Context: an optimization exercise on an open-source flow, tuned for small area. The choices shown serve that exercise and are no tape-out recipe. At most, simulation tests tie the RTL to the original design; equivalence was not proved. Power figures rest on the tool's default switching activity, not on a simulated workload.

== run B ==
==> flow/design.v <==
`timescale 1ns / 1ps
module baud_gen (
    input  clk,
    input  reset,
    output tick
);
    reg [1:0] a;
    reg [2:0] b;
    reg [4:0] d;
    always @(posedge clk, posedge reset) begin
        if (reset) begin
            a <= 0;
            b <= 0;
            d <= 0;
        end else begin
            a <= {a[0], ~(a[1] | a[0])};
            b <= {b[1:0], ~(b[2] ^ b[1])};
            d <= {d[3:0], ~(d[4] ^ d[2])};
        end
    end
    assign tick = ~|{a, b, d};
endmodule
module transmitter (
    input        clk,
    input        reset,
    input        tick,
    input        start,
    input        bit_in,
    output [2:0] bitsel,
    output       tx,
    output       done
);
    reg [7:0] c;
    reg       tx_reg;
    wire [3:0] slot = c[7:4];
    wire idle = ~(c[7] | c[6]);
    wire stop = &slot;
    wire start_bit = ~c[7] & c[6] & c[5] & ~c[4];
    assign bitsel = slot[2:0];
    assign tx     = tx_reg;
    assign done   = tick & (&c);
    always @(posedge clk, posedge reset) begin
        if (reset) begin
            c      <= 8'd0;
            tx_reg <= 1'b1;
        end else begin
            if (idle) begin
                if (start) c[6:5] <= 2'b11;
            end else if (tick) begin
                c <= c + 8'd1;
            end
            tx_reg <= idle | stop | (~start_bit & bit_in);
        end
    end
endmodule
module receiver (
    input        clk,
    input        reset,
    input        tick,
    input        rx,
    output [7:0] data,
    output       done
);
    reg [7:0] c;
    reg [7:0] sr;
    wire idle   = c[7] & c[5];
    wire sample = tick & ~idle & (c[7:4] != 4'd0) & ~(c[7] & c[4]) & (&c[3:0]);
    assign data = sr;
    assign done = idle & ~c[0];
    always @(posedge clk, posedge reset) begin
        if (reset) begin
            c <= 8'b1010_0001;
        end else begin
            if (idle) begin
                if (!rx) c <= 8'b0000_1000;
                else c <= 8'b1010_0001;
            end else if (tick) begin
                c <= c + 8'd1;
            end
        end
    end
    always @(posedge clk) begin
        if (sample) sr <= {rx, sr[7:1]};
    end
endmodule
`timescale 1ns / 1ps
module tx_fifo (
    input        clk,
    input        reset,
    input        push,
    input  [7:0] wdata,
    output       full,
    input        pop,
    output       nonempty,
    input  [2:0] bitsel,    
    output       bit_out
);
    reg  [7:0] v;
    reg [63:0] mem;           
    wire [7:0] keep;
    assign keep[0] = v[0] & ~pop;
    genvar i;
    generate
        for (i = 1; i < 8; i = i + 1) begin : g_keep
            assign keep[i] = keep[i-1] & v[i];
        end
    endgenerate
    assign full     = &v;
    assign nonempty = |v;
    wire [8:0]  v_in = {push & ~full, v};
    wire [71:0] m_in = {wdata, mem};
    always @(posedge clk, posedge reset) begin
        if (reset) v <= 0;
        else v <= v_in[8:1] | keep;
    end
    generate
        for (i = 0; i < 8; i = i + 1) begin : g_slot
            always @(posedge clk) begin
                if (!keep[i]) mem[8*i +: 8] <= m_in[8*(i+1) +: 8];
            end
        end
    endgenerate
    wire [7:0] head_rot = {mem[0], mem[7:1]};
    assign bit_out = head_rot[bitsel];
endmodule
module rx_fifo (
    input        clk,
    input        reset,
    input        push,
    input  [7:0] wdata,
    input        pop,
    output       empty,
    output [7:0] rdata
);
    reg  [3:0] n;
    reg [63:0] mem;
    wire full    = n[3];
    wire do_push = push & ~full;
    wire do_pop  = pop & (n != 4'd0);
    assign empty = (n == 4'd0);
    assign rdata = mem[7:0];
    always @(posedge clk, posedge reset) begin
        if (reset) n <= 0;
        else if (do_push & ~do_pop) n <= n + 4'd1;
        else if (do_pop & ~do_push) n <= n - 4'd1;
    end
    wire [71:0] m_in = {wdata, mem};
    genvar i;
    generate
        for (i = 0; i < 8; i = i + 1) begin : g_slot
            always @(posedge clk) begin
                if (do_pop || n <= i) mem[8*i +: 8] <= m_in[8*(i+1) +: 8];
            end
        end
    endgenerate
endmodule
`timescale 1ns / 1ps
module uart_fifo (
    input clk,
    input reset,
    output tx,
    input tx_en,
    input [7:0] tx_data,
    output tx_full,
    input rx,
    input rx_en,
    output [7:0] rx_data,
    output rx_empty
);
    wire       br_tick;
    wire       tx_start, tx_done, tx_bit, rx_done;
    wire [2:0] tx_bitsel;
    wire [7:0] rx_byte;
    baud_gen U_BAUD (
        .clk(clk), .reset(reset), .tick(br_tick)
    );
    tx_fifo U_TX_FIFO (
        .clk(clk), .reset(reset),
        .push(tx_en), .wdata(tx_data), .full(tx_full),
        .pop(tx_done), .nonempty(tx_start),
        .bitsel(tx_bitsel), .bit_out(tx_bit)
    );
    transmitter U_TX (
        .clk(clk), .reset(reset), .tick(br_tick),
        .start(tx_start), .bit_in(tx_bit), .bitsel(tx_bitsel),
        .tx(tx), .done(tx_done)
    );
    receiver U_RX (
        .clk(clk), .reset(reset), .tick(br_tick), .rx(rx),
        .data(rx_byte), .done(rx_done)
    );
    rx_fifo U_RX_FIFO (
        .clk(clk), .reset(reset),
        .push(rx_done), .wdata(rx_byte),
        .pop(rx_en), .empty(rx_empty), .rdata(rx_data)
    );
endmodule
export LEC_CHECK = 0
export CAP_MARGIN = 20
export CORE_MARGIN = 2
export CORE_UTILIZATION = 40
export PLACE_DENSITY = 0.6
export SLEW_MARGIN = 20
create_clock -name core_clock -period 10.0 [get_ports {clk}]
standard.sh (not shown) runs the stock make flow with config.mk's settings and CLKGATE_MAP_FILE= SYNTH_SCRIPT=/design/flow/synth_recipe.tcl, a recipe that flattens the netlist after the stock synthesis.
==> flow/flow/run.sh <==
#!/bin/bash
# The standard layout, with a lighter clock tree (small clock buffers, no
# dummy loads) and the smallest buffer on the ports.
set -euo pipefail
export CTS_ARGS="-sink_clustering_enable -repair_clock_nets -dont_use_dummy_load -buf_list sky130_fd_sc_hd__clkbuf_8"
export BUFFER_PORTS_ARGS="-buffer_cell sky130_fd_sc_hd__buf_1"
bash standard.sh finish > standard.log 2>&1
The inputs of run D differ from those of run B as listed below.
--- a/flow/design.v
+++ b/flow/design.v
@@ -32,25 +32,24 @@
 );
     reg [7:0] c;
     reg       tx_reg;
     wire [3:0] slot = c[7:4];
-    wire idle = ~(c[7] | c[6]);
-    wire stop = &slot;
-    wire start_bit = ~c[7] & c[6] & c[5] & ~c[4];
+    wire idle = c[7] & c[5];
+    wire data = (slot != 4'd0) & ~(c[7] & (c[4] | c[5]));
     assign bitsel = slot[2:0];
     assign tx     = tx_reg;
-    assign done   = tick & (&c);
+    assign done   = tick & c[7] & c[4] & (&c[3:0]);
     always @(posedge clk, posedge reset) begin
         if (reset) begin
-            c      <= 8'd0;
+            c      <= 8'b1010_0000;
             tx_reg <= 1'b1;
         end else begin
             if (idle) begin
-                if (start) c[6:5] <= 2'b11;
+                if (start) c <= 8'd0;
             end else if (tick) begin
                 c <= c + 8'd1;
             end
-            tx_reg <= idle | stop | (~start_bit & bit_in);
+            tx_reg <= data ? bit_in : (slot != 4'd0);
         end
     end
 endmodule
 module receiver (
@@ -96,32 +95,33 @@
     output       bit_out
 );
     reg  [7:0] v;
     reg [63:0] mem;           
-    wire [7:0] keep;
-    assign keep[0] = v[0] & ~pop;
+    wire [7:0] hole;          
+    wire [7:0] mv = hole | {8{pop}};
+    assign hole[0] = ~v[0];
     genvar i;
     generate
-        for (i = 1; i < 8; i = i + 1) begin : g_keep
-            assign keep[i] = keep[i-1] & v[i];
+        for (i = 1; i < 8; i = i + 1) begin : g_hole
+            assign hole[i] = hole[i-1] | ~v[i];
         end
     endgenerate
-    assign full     = &v;
+    assign full     = ~hole[7];
     assign nonempty = |v;
-    wire [8:0]  v_in = {push & ~full, v};
-    wire [71:0] m_in = {wdata, mem};
+    wire [8:0] v_in   = {push & hole[7], v};
+    wire [71:0] m_in  = {wdata, mem};
     always @(posedge clk, posedge reset) begin
         if (reset) v <= 0;
-        else v <= v_in[8:1] | keep;
+        else v <= (mv & v_in[8:1]) | (~mv & v);
     end
     generate
         for (i = 0; i < 8; i = i + 1) begin : g_slot
             always @(posedge clk) begin
-                if (!keep[i]) mem[8*i +: 8] <= m_in[8*(i+1) +: 8];
+                if (mv[i]) mem[8*i +: 8] <= m_in[8*(i+1) +: 8];
             end
         end
     endgenerate
-    wire [7:0] head_rot = {mem[0], mem[7:1]};
+    wire [7:0] head_rot = {mem[6:0], mem[7]};
     assign bit_out = head_rot[bitsel];
 endmodule
 module rx_fifo (
     input        clk,
Findings:
On area share of buffers outside the clock network, run D and run B are neck and neck. ~same global-route usage in run D and run B. The worst stage delay on the critical path of run D and that of run B are within noise of each other. From run B to run D the numbers moved as follows: total wire length after detailed routing went up; growth of design area from synthesis to finish went down; wire length of the first global-routing pass went up; cell-internal power did not really move.
No functional check of the RTL was part of run D.

## static timing again, ports no longer ideal
Ports are ideal in the flow. The routed layouts listed here were re-timed in OpenROAD. Step 1 assumes that a clkbuf_16 drives the clock port and a buf_2 every other input. Step 2 moves the port delays by t, midway between the first and last clock arrival at a register: inputs arrive t later, outputs are due t later. That takes back most of the time a late clock gives input paths. Slacks: ideal / step 1 / step 2; pairs: ideal / step 1.
run	t, ns	setup slack, ns	worst hold slack (ns)	slew at the worst register clock pin (ns)
run B	0.465	6.128 / 6.092 / 6.525	0.385 / 0.385 / 0.385	0.09 / 0.09
run D	0.447	6.137 / 6.100 / 6.500	0.377 / 0.377 / 0.377	0.09 / 0.09
After both steps every run listed still meets setup and hold.
